Background: an optimization exercise with open tools, aiming at small area and few clock cycles. Do not read the settings as production practice. Function was checked by simulation only, so behaviour that the tests miss may differ from the original. Power figures rest on the tool's default switching activity, not on a simulated workload.

## config.mk

```make
export PLATFORM = sky130hd
export DESIGN_NAME = FC
export DESIGN_NICKNAME = FC
export VERILOG_FILES = /design/flow/design.v
export SDC_FILE = /design/flow/constraint.sdc
export NUM_CORES = 4
export LEC_CHECK = 0
export CAP_MARGIN = 20
export CORE_MARGIN = 2
export CORE_UTILIZATION = 70
export CTS_BUF_LIST = sky130_fd_sc_hd__clkbuf_8
export CTS_CLUSTER_DIAMETER = 60
export CTS_CLUSTER_SIZE = 16
export PLACE_DENSITY = 0.85
export SLEW_MARGIN = 20
export SYNTH_HIERARCHICAL = 1
export SYNTH_MINIMUM_KEEP_SIZE = 0
```

## design.v

```verilog
module FC (
  input             clk,
  input             rst_n,
  input             start_FC,
  output            end_FC,
  output     [15:0] ram_addr_w,
  output     [7:0]  ram_data_w,
  output            ram_en,
  output            ram_wea,
  output     [8:0]  rom_addr_row,
  input      [31:0] rom_data_row,
  output            rom_en_row,
  output     [14:0] rom_addr_rw,
  input      [7:0]  rom_data_rw,
  output            rom_en_rw,
  output     [15:0] ram_addr_r,
  input      [7:0]  ram_data_r,
  output            ram_en_r,
  output     [7:0]  NN_out_male,
  output     [7:0]  NN_out_female
);
  genvar i;
  reg        run;
  reg        ph;
  reg [10:0] cnt;
  reg [7:0]  ra;                  
  reg [14:0] waddr;
  reg [25:0] acc;
  reg        c0r;
  reg [25:0] P;
  reg        mb;
  reg        gc1, kstep, phold;
  reg [7:0]  r1 [0:11];
  reg [7:0]  r2 [0:7];
  wire l1 = ~ra[7] | (ra[6:4] == 3'd0);         
  wire l3 = ra[7] & ra[5] & (ra[4] | ra[3]);    
  wire l2 = ~l1 & ~l3;
  wire last = ra[7] & ra[5] & ra[3] & (ra[2] | (ra[1] & ra[0]));    
  wire m0    = ~ph & (cnt == 11'd0);
  wire mclr  = ~ph & (cnt == 11'd1);
  wire mbis  = ~ph & (l1 ? (cnt == 11'd1600) : l2 ? (cnt == 11'd12) : (cnt == 11'd8));
  wire mend  = ~ph & (l1 ? (cnt == 11'd1601) : l2 ? (cnt == 11'd13) : (cnt == 11'd9));
  wire gend  = ph & (l1 ? (cnt == 11'd30) : l2 ? (cnt == 11'd33) : (cnt == 11'd29));
  wire mfetch = ph & (cnt[10:5] == 6'd0);
  wire [31:0] m0v = {6'd0, rom_data_row[25:0]};    
  assign rom_addr_row = {1'b0, ra};
  assign rom_en_row   = 1'b1;
  assign rom_addr_rw  = waddr;
  assign rom_en_rw    = 1'b1;
  assign ram_addr_r   = {5'd0, cnt};
  assign ram_en_r     = 1'b1;
  wire use_a = run & ~ph & ~mend;
  wire [7:0] a_sel = ~use_a ? (mend ? {{2{rom_data_row[5]}}, rom_data_row[5:0]} : 8'd0)
                   : (l1 ? ram_data_r : (l2 ? r1[0] : r2[0]));
  wire [7:0] w_sel = mend ? 8'd1 : rom_data_rw;
  wire [25:0] acc_a = mclr ? ~{{5{rom_data_row[20]}}, rom_data_row[20:0]} : acc;
  wire [25:0] acc_n;
  wire c0n;
  fc_mac u_mac (.x(w_sel), .y(a_sel), .A(acc_a), .cin(mclr), .en(~ph),
                .c0i(c0r & ~mclr), .S(acc_n), .c0o(c0n));
  wire [26:0] pa = gc1 ? 27'd0 : {P[25], P};
  wire [26:0] pk = l3 ? 27'd2656 : 27'h7ffe020;    
  wire [26:0] pb = ({27{mb}} & {acc[25], acc}) | ({27{kstep}} & pk) | ({27{phold}} & {P[25], P});
  wire [27:0] pc;
  wire [26:0] psum;
  assign psum[0] = pa[0] ^ pb[0];
  assign pc[1] = pa[0] & pb[0];
  generate for (i = 1; i < 27; i = i + 1) begin : padd
    fc_fa u_fa (.a(pa[i]), .b(pb[i]), .c(pc[i]), .s(psum[i]), .co(pc[i+1]));
  end endgenerate
  wire clamp = P[25] & ~(&P[24:12]);
  wire [7:0] outb = clamp ? 8'h80 : P[12:5];
  wire [10:0] cnt_inc;
  wire [11:0] cc;
  assign cc[0] = 1'b1;
  generate for (i = 0; i < 11; i = i + 1) begin : cinc
    assign cnt_inc[i] = cnt[i] ^ cc[i];
    assign cc[i+1] = cnt[i] & cc[i];
  end endgenerate
  wire [14:0] wa_inc;
  wire [15:0] wc;
  assign wc[0] = ~ph & ~mbis & ~mend;
  generate for (i = 0; i < 15; i = i + 1) begin : winc
    assign wa_inc[i] = waddr[i] ^ wc[i];
    assign wc[i+1] = waddr[i] & wc[i];
  end endgenerate
  wire [7:0] rd = {{5{mbis}}, mbis | gend, mbis, m0};
  wire [7:0] ra_n;
  wire [8:0] rcy;
  assign rcy[0] = 1'b0;
  generate for (i = 0; i < 8; i = i + 1) begin : radd
    assign ra_n[i] = ra[i] ^ rd[i] ^ rcy[i];
    assign rcy[i+1] = (ra[i] & rd[i]) | (ra[i] & rcy[i]) | (rd[i] & rcy[i]);
  end endgenerate
  wire g1to12 = (ra != 8'd109) & (l1 | (ra == 8'd145));    
  wire ins1 = run & ((m0 & g1to12) | (last & ~ph & (cnt == 11'd1)) | (last & ph & (cnt == 11'd28)));
  wire g12to20 = ~l1 & (l2 | (ra[7:2] == 6'd42));           
  wire [2:0] bm = ra[2:0] - ((cnt[2:0] == 3'd0) ? 3'd5 : 3'd6);
  wire [2:0] gp4 = {bm[1:0], 1'b0} + bm + 3'd4;
  wire ins2 = run & ~ph & g12to20 & (cnt[10:3] == 8'd0) & (cnt[2:0] == gp4);
  wire wr = run & last & ph & (((cnt == 11'd28) | (cnt == 11'd29)));
  assign end_FC = run & last & ph & (cnt == 11'd29);
  assign ram_en = wr;
  assign ram_wea = wr;
  assign ram_addr_w = {15'd0, cnt[0]};
  assign ram_data_w = r1[11];
  assign NN_out_male = r1[11];
  assign NN_out_female = r1[10];
  integer k;
  always @(posedge clk) begin
    if (!rst_n) begin
      run <= 1'b0;
    end else if (!run) begin
      run <= start_FC;
    end else if (gend & last) begin
      run <= 1'b0;
    end
  end
  always @(posedge clk) begin
    if (!rst_n || !run) begin
      ph <= 1'b0;
      cnt <= 11'd0;
      ra <= 8'd109;
      waddr <= 15'd2664;
    end else begin
      if (mend) begin
        ph <= 1'b1;
        cnt <= 11'd0;
      end else if (gend) begin
        ph <= 1'b0;
        cnt <= 11'd0;
      end else begin
        cnt <= cnt_inc;
      end
      waddr <= wa_inc;
      ra <= ra_n;
    end
  end
  always @(posedge clk) begin
    acc <= acc_n;
    c0r <= c0n;
    mb <= mfetch & m0v[cnt[4:0]];
    gc1 <= ph & (cnt == 11'd0);
    kstep <= ph & (cnt == 11'd26);
    phold <= ~(ph & (cnt[10:5] == 6'd0) & (cnt[4:0] <= 5'd26));
    P <= psum[26:1];
    for (k = 0; k < 11; k = k + 1) r1[k] <= r1[k+1];
    r1[11] <= ins1 ? outb : r1[0];
    for (k = 0; k < 7; k = k + 1) r2[k] <= r2[k+1];
    r2[7] <= ins2 ? outb : r2[0];
  end
endmodule
module fc_mac (
  input  [7:0]  x,
  input  [7:0]  y,
  input  [25:0] A,
  input         cin,
  input         en,
  input         c0i,
  output [25:0] S,
  output        c0o
);
  wire t1 = (x[0] & y[0]);
  wire t2 = (x[0] & y[1]);
  wire t3 = (x[1] & y[0]);
  wire t4 = (x[0] & y[2]);
  wire t5 = (x[1] & y[1]);
  wire t6 = (x[2] & y[0]);
  wire t7 = (x[0] & y[3]);
  wire t8 = (x[1] & y[2]);
  wire t9 = (x[2] & y[1]);
  wire t10 = (x[3] & y[0]);
  wire t11 = (x[0] & y[4]);
  wire t12 = (x[1] & y[3]);
  wire t13 = (x[2] & y[2]);
  wire t14 = (x[3] & y[1]);
  wire t15 = (x[4] & y[0]);
  wire t16 = (x[0] & y[5]);
  wire t17 = (x[1] & y[4]);
  wire t18 = (x[2] & y[3]);
  wire t19 = (x[3] & y[2]);
  wire t20 = (x[4] & y[1]);
  wire t21 = (x[5] & y[0]);
  wire t22 = (x[0] & y[6]);
  wire t23 = (x[1] & y[5]);
  wire t24 = (x[2] & y[4]);
  wire t25 = (x[3] & y[3]);
  wire t26 = (x[4] & y[2]);
  wire t27 = (x[5] & y[1]);
  wire t28 = (x[6] & y[0]);
  wire t29 = (en & ~(x[0] & y[7]));
  wire t30 = (x[1] & y[6]);
  wire t31 = (x[2] & y[5]);
  wire t32 = (x[3] & y[4]);
  wire t33 = (x[4] & y[3]);
  wire t34 = (x[5] & y[2]);
  wire t35 = (x[6] & y[1]);
  wire t36 = (en & ~(x[7] & y[0]));
  wire t37 = (en & ~(x[1] & y[7]));
  wire t38 = (x[2] & y[6]);
  wire t39 = (x[3] & y[5]);
  wire t40 = (x[4] & y[4]);
  wire t41 = (x[5] & y[3]);
  wire t42 = (x[6] & y[2]);
  wire t43 = (en & ~(x[7] & y[1]));
  wire t44 = (en & ~(x[2] & y[7]));
  wire t45 = (x[3] & y[6]);
  wire t46 = (x[4] & y[5]);
  wire t47 = (x[5] & y[4]);
  wire t48 = (x[6] & y[3]);
  wire t49 = (en & ~(x[7] & y[2]));
  wire t50 = (en & ~(x[3] & y[7]));
  wire t51 = (x[4] & y[6]);
  wire t52 = (x[5] & y[5]);
  wire t53 = (x[6] & y[4]);
  wire t54 = (en & ~(x[7] & y[3]));
  wire t55 = (en & ~(x[4] & y[7]));
  wire t56 = (x[5] & y[6]);
  wire t57 = (x[6] & y[5]);
  wire t58 = (en & ~(x[7] & y[4]));
  wire t59 = (en & ~(x[5] & y[7]));
  wire t60 = (x[6] & y[6]);
  wire t61 = (en & ~(x[7] & y[5]));
  wire t62 = (en & ~(x[6] & y[7]));
  wire t63 = (en & ~(x[7] & y[6]));
  wire t64 = (x[7] & y[7]);
  wire t65 = ~en;
  wire t66, t67;
  fc_ha u_t66 (.a(t16), .b(t17), .s(t66), .co(t67));
  wire t68, t69;
  fc_fa u_t68 (.a(t22), .b(t23), .c(t24), .s(t68), .co(t69));
  wire t70, t71;
  fc_ha u_t70 (.a(t25), .b(t26), .s(t70), .co(t71));
  wire t72, t73;
  fc_fa u_t72 (.a(t29), .b(t30), .c(t31), .s(t72), .co(t73));
  wire t74, t75;
  fc_fa u_t74 (.a(t32), .b(t33), .c(t34), .s(t74), .co(t75));
  wire t76, t77;
  fc_ha u_t76 (.a(t35), .b(t36), .s(t76), .co(t77));
  wire t78, t79;
  fc_fa u_t78 (.a(t37), .b(t38), .c(t39), .s(t78), .co(t79));
  wire t80, t81;
  fc_fa u_t80 (.a(t40), .b(t41), .c(t42), .s(t80), .co(t81));
  wire t82, t83;
  fc_fa u_t82 (.a(t43), .b(A[8]), .c(en), .s(t82), .co(t83));
  wire t84, t85;
  fc_fa u_t84 (.a(t44), .b(t45), .c(t46), .s(t84), .co(t85));
  wire t86, t87;
  fc_fa u_t86 (.a(t47), .b(t48), .c(t49), .s(t86), .co(t87));
  wire t88, t89;
  fc_fa u_t88 (.a(t50), .b(t51), .c(t52), .s(t88), .co(t89));
  wire t90, t91;
  fc_ha u_t90 (.a(t7), .b(t8), .s(t90), .co(t91));
  wire t92, t93;
  fc_fa u_t92 (.a(t11), .b(t12), .c(t13), .s(t92), .co(t93));
  wire t94, t95;
  fc_ha u_t94 (.a(t14), .b(t15), .s(t94), .co(t95));
  wire t96, t97;
  fc_fa u_t96 (.a(t66), .b(t18), .c(t19), .s(t96), .co(t97));
  wire t98, t99;
  fc_fa u_t98 (.a(t20), .b(t21), .c(A[5]), .s(t98), .co(t99));
  wire t100, t101;
  fc_fa u_t100 (.a(t68), .b(t70), .c(t27), .s(t100), .co(t101));
  wire t102, t103;
  fc_fa u_t102 (.a(t28), .b(A[6]), .c(t67), .s(t102), .co(t103));
  wire t104, t105;
  fc_fa u_t104 (.a(t72), .b(t74), .c(t76), .s(t104), .co(t105));
  wire t106, t107;
  fc_fa u_t106 (.a(A[7]), .b(t69), .c(t71), .s(t106), .co(t107));
  wire t108, t109;
  fc_fa u_t108 (.a(t78), .b(t80), .c(t82), .s(t108), .co(t109));
  wire t110, t111;
  fc_fa u_t110 (.a(t73), .b(t75), .c(t77), .s(t110), .co(t111));
  wire t112, t113;
  fc_fa u_t112 (.a(t84), .b(t86), .c(A[9]), .s(t112), .co(t113));
  wire t114, t115;
  fc_fa u_t114 (.a(t79), .b(t81), .c(t83), .s(t114), .co(t115));
  wire t116, t117;
  fc_fa u_t116 (.a(t88), .b(t53), .c(t54), .s(t116), .co(t117));
  wire t118, t119;
  fc_fa u_t118 (.a(A[10]), .b(t85), .c(t87), .s(t118), .co(t119));
  wire t120, t121;
  fc_fa u_t120 (.a(t55), .b(t56), .c(t57), .s(t120), .co(t121));
  wire t122, t123;
  fc_fa u_t122 (.a(t58), .b(A[11]), .c(t89), .s(t122), .co(t123));
  wire t124, t125;
  fc_fa u_t124 (.a(t59), .b(t60), .c(t61), .s(t124), .co(t125));
  wire t126, t127;
  fc_ha u_t126 (.a(t4), .b(t5), .s(t126), .co(t127));
  wire t128, t129;
  fc_fa u_t128 (.a(t90), .b(t9), .c(t10), .s(t128), .co(t129));
  wire t130, t131;
  fc_fa u_t130 (.a(t92), .b(t94), .c(A[4]), .s(t130), .co(t131));
  wire t132, t133;
  fc_fa u_t132 (.a(t96), .b(t98), .c(t93), .s(t132), .co(t133));
  wire t134, t135;
  fc_fa u_t134 (.a(t100), .b(t102), .c(t97), .s(t134), .co(t135));
  wire t136, t137;
  fc_fa u_t136 (.a(t104), .b(t106), .c(t101), .s(t136), .co(t137));
  wire t138, t139;
  fc_fa u_t138 (.a(t108), .b(t110), .c(t105), .s(t138), .co(t139));
  wire t140, t141;
  fc_fa u_t140 (.a(t112), .b(t114), .c(t109), .s(t140), .co(t141));
  wire t142, t143;
  fc_fa u_t142 (.a(t116), .b(t118), .c(t113), .s(t142), .co(t143));
  wire t144, t145;
  fc_fa u_t144 (.a(t120), .b(t122), .c(t117), .s(t144), .co(t145));
  wire t146, t147;
  fc_fa u_t146 (.a(t124), .b(A[12]), .c(t121), .s(t146), .co(t147));
  wire t148, t149;
  fc_fa u_t148 (.a(t62), .b(t63), .c(A[13]), .s(t148), .co(t149));
  wire t150, t151;
  fc_ha u_t150 (.a(t1), .b(A[0]), .s(t150), .co(t151));
  wire t152, t153;
  fc_fa u_t152 (.a(t2), .b(t3), .c(A[1]), .s(t152), .co(t153));
  wire t154, t155;
  fc_fa u_t154 (.a(t126), .b(t6), .c(A[2]), .s(t154), .co(t155));
  wire t156, t157;
  fc_fa u_t156 (.a(t128), .b(A[3]), .c(t127), .s(t156), .co(t157));
  wire t158, t159;
  fc_fa u_t158 (.a(t130), .b(t91), .c(t129), .s(t158), .co(t159));
  wire t160, t161;
  fc_fa u_t160 (.a(t132), .b(t95), .c(t131), .s(t160), .co(t161));
  wire t162, t163;
  fc_fa u_t162 (.a(t134), .b(t99), .c(t133), .s(t162), .co(t163));
  wire t164, t165;
  fc_fa u_t164 (.a(t136), .b(t103), .c(t135), .s(t164), .co(t165));
  wire t166, t167;
  fc_fa u_t166 (.a(t138), .b(t107), .c(t137), .s(t166), .co(t167));
  wire t168, t169;
  fc_fa u_t168 (.a(t140), .b(t111), .c(t139), .s(t168), .co(t169));
  wire t170, t171;
  fc_fa u_t170 (.a(t142), .b(t115), .c(t141), .s(t170), .co(t171));
  wire t172, t173;
  fc_fa u_t172 (.a(t144), .b(t119), .c(t143), .s(t172), .co(t173));
  wire t174, t175;
  fc_fa u_t174 (.a(t146), .b(t123), .c(t145), .s(t174), .co(t175));
  wire t176, t177;
  fc_fa u_t176 (.a(t148), .b(t125), .c(t147), .s(t176), .co(t177));
  wire t178, t179;
  fc_fa u_t178 (.a(t64), .b(A[14]), .c(t149), .s(t178), .co(t179));
  wire t180 = ~(A[15] ^ t65);
  wire t181 = A[15] | t65;
  wire t182 = ~A[16];
  wire t183 = ~A[17];
  wire t184 = ~A[18];
  wire t185 = ~A[19];
  wire t186 = ~A[20];
  wire t187 = ~A[21];
  wire t188 = ~A[22];
  wire t189 = ~A[23];
  wire t190 = ~A[24];
  wire t191 = ~A[25];
  wire [25:0] ra = {t191, t190, t189, t188, t187, t186, t185, t184, t183, t182, t180, t178, t176, t174, t172, t170, t168, t166, t164, t162, t160, t158, t156, t154, t152, t150};
  wire [25:0] rb = {A[24], A[23], A[22], A[21], A[20], A[19], A[18], A[17], A[16], t181, t179, t177, t175, t173, t171, t169, t167, t165, t163, t161, t159, t157, t155, t153, t151, cin};
  wire [26:0] cc;
  fc_ha u_ha0 (.a(ra[0]), .b(rb[0]), .s(S[0]), .co(cc[1]));
  fc_fa u_fa1 (.a(ra[1]), .b(rb[1]), .c(cc[1]), .s(S[1]), .co(cc[2]));
  fc_fa u_fa2 (.a(ra[2]), .b(rb[2]), .c(cc[2]), .s(S[2]), .co(cc[3]));
  fc_fa u_fa3 (.a(ra[3]), .b(rb[3]), .c(cc[3]), .s(S[3]), .co(cc[4]));
  fc_fa u_fa4 (.a(ra[4]), .b(rb[4]), .c(cc[4]), .s(S[4]), .co(cc[5]));
  fc_fa u_fa5 (.a(ra[5]), .b(rb[5]), .c(cc[5]), .s(S[5]), .co(cc[6]));
  fc_fa u_fa6 (.a(ra[6]), .b(rb[6]), .c(cc[6]), .s(S[6]), .co(cc[7]));
  fc_fa u_fa7 (.a(ra[7]), .b(rb[7]), .c(cc[7]), .s(S[7]), .co(cc[8]));
  fc_fa u_fa8 (.a(ra[8]), .b(rb[8]), .c(cc[8]), .s(S[8]), .co(cc[9]));
  fc_fa u_fa9 (.a(ra[9]), .b(rb[9]), .c(cc[9]), .s(S[9]), .co(cc[10]));
  fc_fa u_fa10 (.a(ra[10]), .b(rb[10]), .c(cc[10]), .s(S[10]), .co(cc[11]));
  fc_fa u_fa11 (.a(ra[11]), .b(rb[11]), .c(cc[11]), .s(S[11]), .co(cc[12]));
  fc_fa u_fa12 (.a(ra[12]), .b(rb[12]), .c(cc[12]), .s(S[12]), .co(cc[13]));
  fc_fa u_fa13 (.a(ra[13]), .b(rb[13]), .c(c0i), .s(S[13]), .co(cc[14]));
  fc_fa u_fa14 (.a(ra[14]), .b(rb[14]), .c(cc[14]), .s(S[14]), .co(cc[15]));
  fc_fa u_fa15 (.a(ra[15]), .b(rb[15]), .c(cc[15]), .s(S[15]), .co(cc[16]));
  fc_fa u_fa16 (.a(ra[16]), .b(rb[16]), .c(cc[16]), .s(S[16]), .co(cc[17]));
  fc_fa u_fa17 (.a(ra[17]), .b(rb[17]), .c(cc[17]), .s(S[17]), .co(cc[18]));
  fc_fa u_fa18 (.a(ra[18]), .b(rb[18]), .c(cc[18]), .s(S[18]), .co(cc[19]));
  fc_fa u_fa19 (.a(ra[19]), .b(rb[19]), .c(cc[19]), .s(S[19]), .co(cc[20]));
  fc_fa u_fa20 (.a(ra[20]), .b(rb[20]), .c(cc[20]), .s(S[20]), .co(cc[21]));
  fc_fa u_fa21 (.a(ra[21]), .b(rb[21]), .c(cc[21]), .s(S[21]), .co(cc[22]));
  fc_fa u_fa22 (.a(ra[22]), .b(rb[22]), .c(cc[22]), .s(S[22]), .co(cc[23]));
  fc_fa u_fa23 (.a(ra[23]), .b(rb[23]), .c(cc[23]), .s(S[23]), .co(cc[24]));
  fc_fa u_fa24 (.a(ra[24]), .b(rb[24]), .c(cc[24]), .s(S[24]), .co(cc[25]));
  fc_fa u_fa25 (.a(ra[25]), .b(rb[25]), .c(cc[25]), .s(S[25]), .co(cc[26]));
  assign c0o = cc[13];
endmodule
module fc_fa (input a, input b, input c, output s, output co);
  assign s = a ^ b ^ c;
  assign co = (a & b) | (a & c) | (b & c);
endmodule
module fc_ha (input a, input b, output s, output co);
  assign s = a ^ b;
  assign co = a & b;
endmodule
```

## constraint.sdc

```tcl
create_clock -name core_clock -period 11.0 [get_ports {clk}]
set_input_delay 2.2000 -clock core_clock [delete_from_list [all_inputs] [get_ports {clk}]]
set_output_delay 2.2000 -clock core_clock [all_outputs]
set_load 0.01 [all_outputs]
```

## standard.sh

```bash
#!/bin/bash
# synth_recipe.tcl (not shown) runs the flow's synth.tcl, then flattens the netlist and writes it again
# the make line also repeats each setting of config.mk as NAME=value (left out here)
make -C /OpenROAD-flow-scripts/flow DESIGN_CONFIG=/design/flow/config.mk WORK_HOME=/design/flow/orfs CLKGATE_MAP_FILE= SYNTH_SCRIPT=/design/flow/synth_recipe.tcl "${@:-finish}"
```

## flow/run.sh

```bash
#!/bin/bash
set -euo pipefail
cd "$(dirname "$0")/.."
export BUFFER_PORTS_ARGS="-buffer_cell sky130_fd_sc_hd__buf_1"
export CTS_ARGS="-sink_clustering_enable -repair_clock_nets -sink_clustering_size 16 -sink_clustering_max_diameter 60 -buf_list sky130_fd_sc_hd__clkbuf_8 -dont_use_dummy_load"
bash standard.sh > standard_flow.log 2>&1
```

==> flow_summary.yaml <==
yosys:
  synth_ff_type: "dfxtp_1"
  yosysMostFrequentCell: "dfxtp_1"
  syn_area_per_cell_um2: 12.5
  synth_edf_count: 0
  synth_area_leaders: "dfxtp_1 47%, fa_1 20%, ha_1 4.4%, and2_1 3.5%, buf_4 2.4%"
  synthCells: 870
  async_reset_ff_frac: 0
  synth_common_cells: "253 x dfxtp_1, 108 x fa_1, 60 x and2_1"
  ys.warnings.count: 9
  yosysSeqAreaShare: 0.466
  synth.ff_latch_count: 253
  synth_area_leader_cell: "dfxtp_1"
  synth_area_mm2: 0.0109
  yosys.area.top_type_share: 0.466
  ys_types: 59
placement:
  gp_congestion: 0.950
  dp_hpwl_um: 16000
  port_buffers: 106
  post-place-ws_ps: -38.2
floorplanning:
  initial_core_util: 0.715
  die_w_um: 129
  rows: 45
  fp.coreArea_mm2: 0.0152
  dieArea_mm2: 0.0165
  boundaryPins: 137
  die_h_um: 129
timing:
  finalCriticalPeriod_ps: 10710
  max_freq_mhz: 93.4
  rsz0062_at_grt: "no"
  drv_slew: 0
  max_slew_margin: 0.352
  timing.final.crit_share: 0.974
  worst_pin_slew_ps: 972
  finalWorstSetupSlack_ps: 289
  whs_ps: 311
  hold_viol: 0
  skew_ps: 48.5
  finalSetupViolCount: 0
grt:
  grt_max_degree: 39
  grt_overflow_total: 0
  grt.total_usage: 0.269
  antenna_found_initial: 0
  grt_pass1_wl_um: 34500
  grt_pass1_vias: 6744
power:
  power_uw: 2070
  pwr_density_cell_mw_per_mm2: 178
  leakagePower_uw: 0.00490
  peakVddDrop_uv: 165
clock_tree:
  numCtsBuffers: 20
  tritoncts: "done"
  cts_setup_buffers: 0
  clk_pin_slew_worst_paths_ps: 90
  cts_max_level: 1
  hold_buffers: 0
  cts.path.max_buffers: 3
  cts_resized: 2
  worstSkewPairLatency_ps: 530
  cts_sinks: 253
  cts-root-buf: "clkbuf_8"
setup_path:
  cp_max_fo: 4
  arrival_ps: 11090
  cp.required_ps: 11380
  critPathTopFamily: "adder cells"
  slowest_delay_ps: 430
  cp_num_buf_inv: 0
  crit_type: "reg -> reg"
  startpoint_type: "flip-flop"
  end_kind: "flip-flop"
  cp_slowest_cell: "fa_1"
  critical_path.most_common_cell: "fa_1"
hold_path:
  hold_path_class: "reg -> reg"
run:
  maxCapViolations: 0
cells_and_area:
  area_growth_pct: 6.93
  final_util: 0.764
  drive_above_1_share: 0.0866
  insertedDiodeCount: 0
  nNetsFinal: 1169
outcome:
  status: "finished clean"
route:
  drc: 0
  vias: 6690
  ant_nets: 0
  drtPass1Iterations: 5
  wire_per_inst_um: 18.7
  vias_per_cell: 5.78
  drtIter0Drc: 581
  routed_wl_um: 21600
## metrics by stage
step	setup TNS (ps)	cells	instance area [um2]
CTS	0	1158	11600
global placement	0	1138	11300
floorplan	0	892	10900
detailed placement	-38.2	1138	11300
finish	0	1158	11600
global route	0	1158	11600
## placed cells by master, fill, tap and decap left out, types with 4 or more instances in the layout
| cell | instances |
|---|---|
| a222oi_1 | 8 |
| nand3_1 | 9 |
| nand2b_1 | 9 |
| mux2i_1 | 7 |
| mux2_2 | 17 |
| a21oi_1 | 4 |
| o21ai_0 | 22 |
| clkbuf_8 | 20 |
| nor2b_1 | 33 |
| and2_1 | 60 |
| and3_1 | 28 |
| buf_4 | 19 |
| buf_1 | 106 |
| fa_1 | 99 |
| a221o_1 | 17 |
| dfxtp_1 | 253 |
| a21boi_1 | 11 |
| nand4_1 | 7 |
| xnor2_1 | 7 |
| nand2_1 | 52 |
| inv_1 | 28 |
| fa_2 | 9 |
| conb_1 | 24 |
| nor2_1 | 14 |
| o31ai_1 | 8 |
| a22o_1 | 9 |
| ha_1 | 38 |
| mux4_2 | 4 |
## power breakdown
part           switching [uW]  total (uW)  internal [uW]
clock network             265         428            164
registers                62.7        1130           1070
logic                     281         507            226
total                     609        2070           1460
## metal layers
metal	share of wire	routed length, um	vias up	GRT usage
met5	0	0	-	0
li1	-	-	3062	-
met1	0.42	9170	3312	0.374
met2	0.48	10400	264	0.440
met3	0.066	1430	52	0.0449
met4	0.029	629	0	0.0889
## per-module statistics from Yosys, one instance, submodules excluded
module | cells | flip-flops and latches | copies in the design
FC | 682 | 253 | 1
fc_mac | 79 | 0 | 1
fc_fa | 1 | 0 | 101
fc_ha | 1 | 0 | 8
## kinds of logic after synthesis
| logic type | share of synthesized area |
|---|---|
| muxes | 0.0324 |
| and+or+nand+nor | 0.120 |
| buffers and inverters | 0.0479 |
| AOI/OAI and AO/OA | 0.0819 |
| DFF | 0.466 |
| other | 0.000691 |
| adders and majority gates | 0.243 |
| xor gates and xnor gates | 0.00806 |
## state kept, by name, summed over array words and instances (netlist names)
signal / cells
gc1: 1
r1: 96
c0r: 1
cnt: 11
kstep: 1
run: 1
ph: 1
acc: 26
mb: 1
P: 26
waddr: 15
phold: 1
r2: 64
ra: 8
## path summary, 6_finish.rpt
check | start | endpoint | slack (ps) | cells after the start
setup reg to reg | mb | P[25] | 290 | 27
setup / recovery | mb | P[25] | 290 | 27
hold reg to reg | r1[7][4] | r1[6][4] | 310 | 0
hold / removal | r1[7][4] | r1[6][4] | 310 | 0
## final cells by class
cell class              count  area [um2]
multi-input cells         544        5400
flip-flops and latches    253        5060
fillers                  1013        3580
repair buffers            125         541
clock buffers              20         275
well taps                 188         235
inverters                  28         105
Testbench counts, summed over its fixed seeds: cycles 361,092.

-- re-timing with driven ports --
The results above use ideal ports. As a check the final layout listed here was re-extracted and re-timed, cells and wires unchanged.
Step 1 sets driving cells, clkbuf_16 on the clock port and buf_2 on the other inputs (assumed; they add their load-dependent delay and slew).
Step 2, shift: input delay + t, output delay - t, t = (earliest + latest rising clock arrival at the registers) / 2. This alone moves slack from input paths to output paths.
Slacks: ideal / step 1 / step 2; pairs: ideal / step 1.
t (ns): 0.549
setup slack, ns: 0.289 / 0.289 / 0.289
worst register clock-pin slew, ns: 0.10 / 0.10
After both steps setup and hold are still met in this run. The setup slack of this run moves by 0.000 ns with the drivers and by 0.000 ns with both steps.
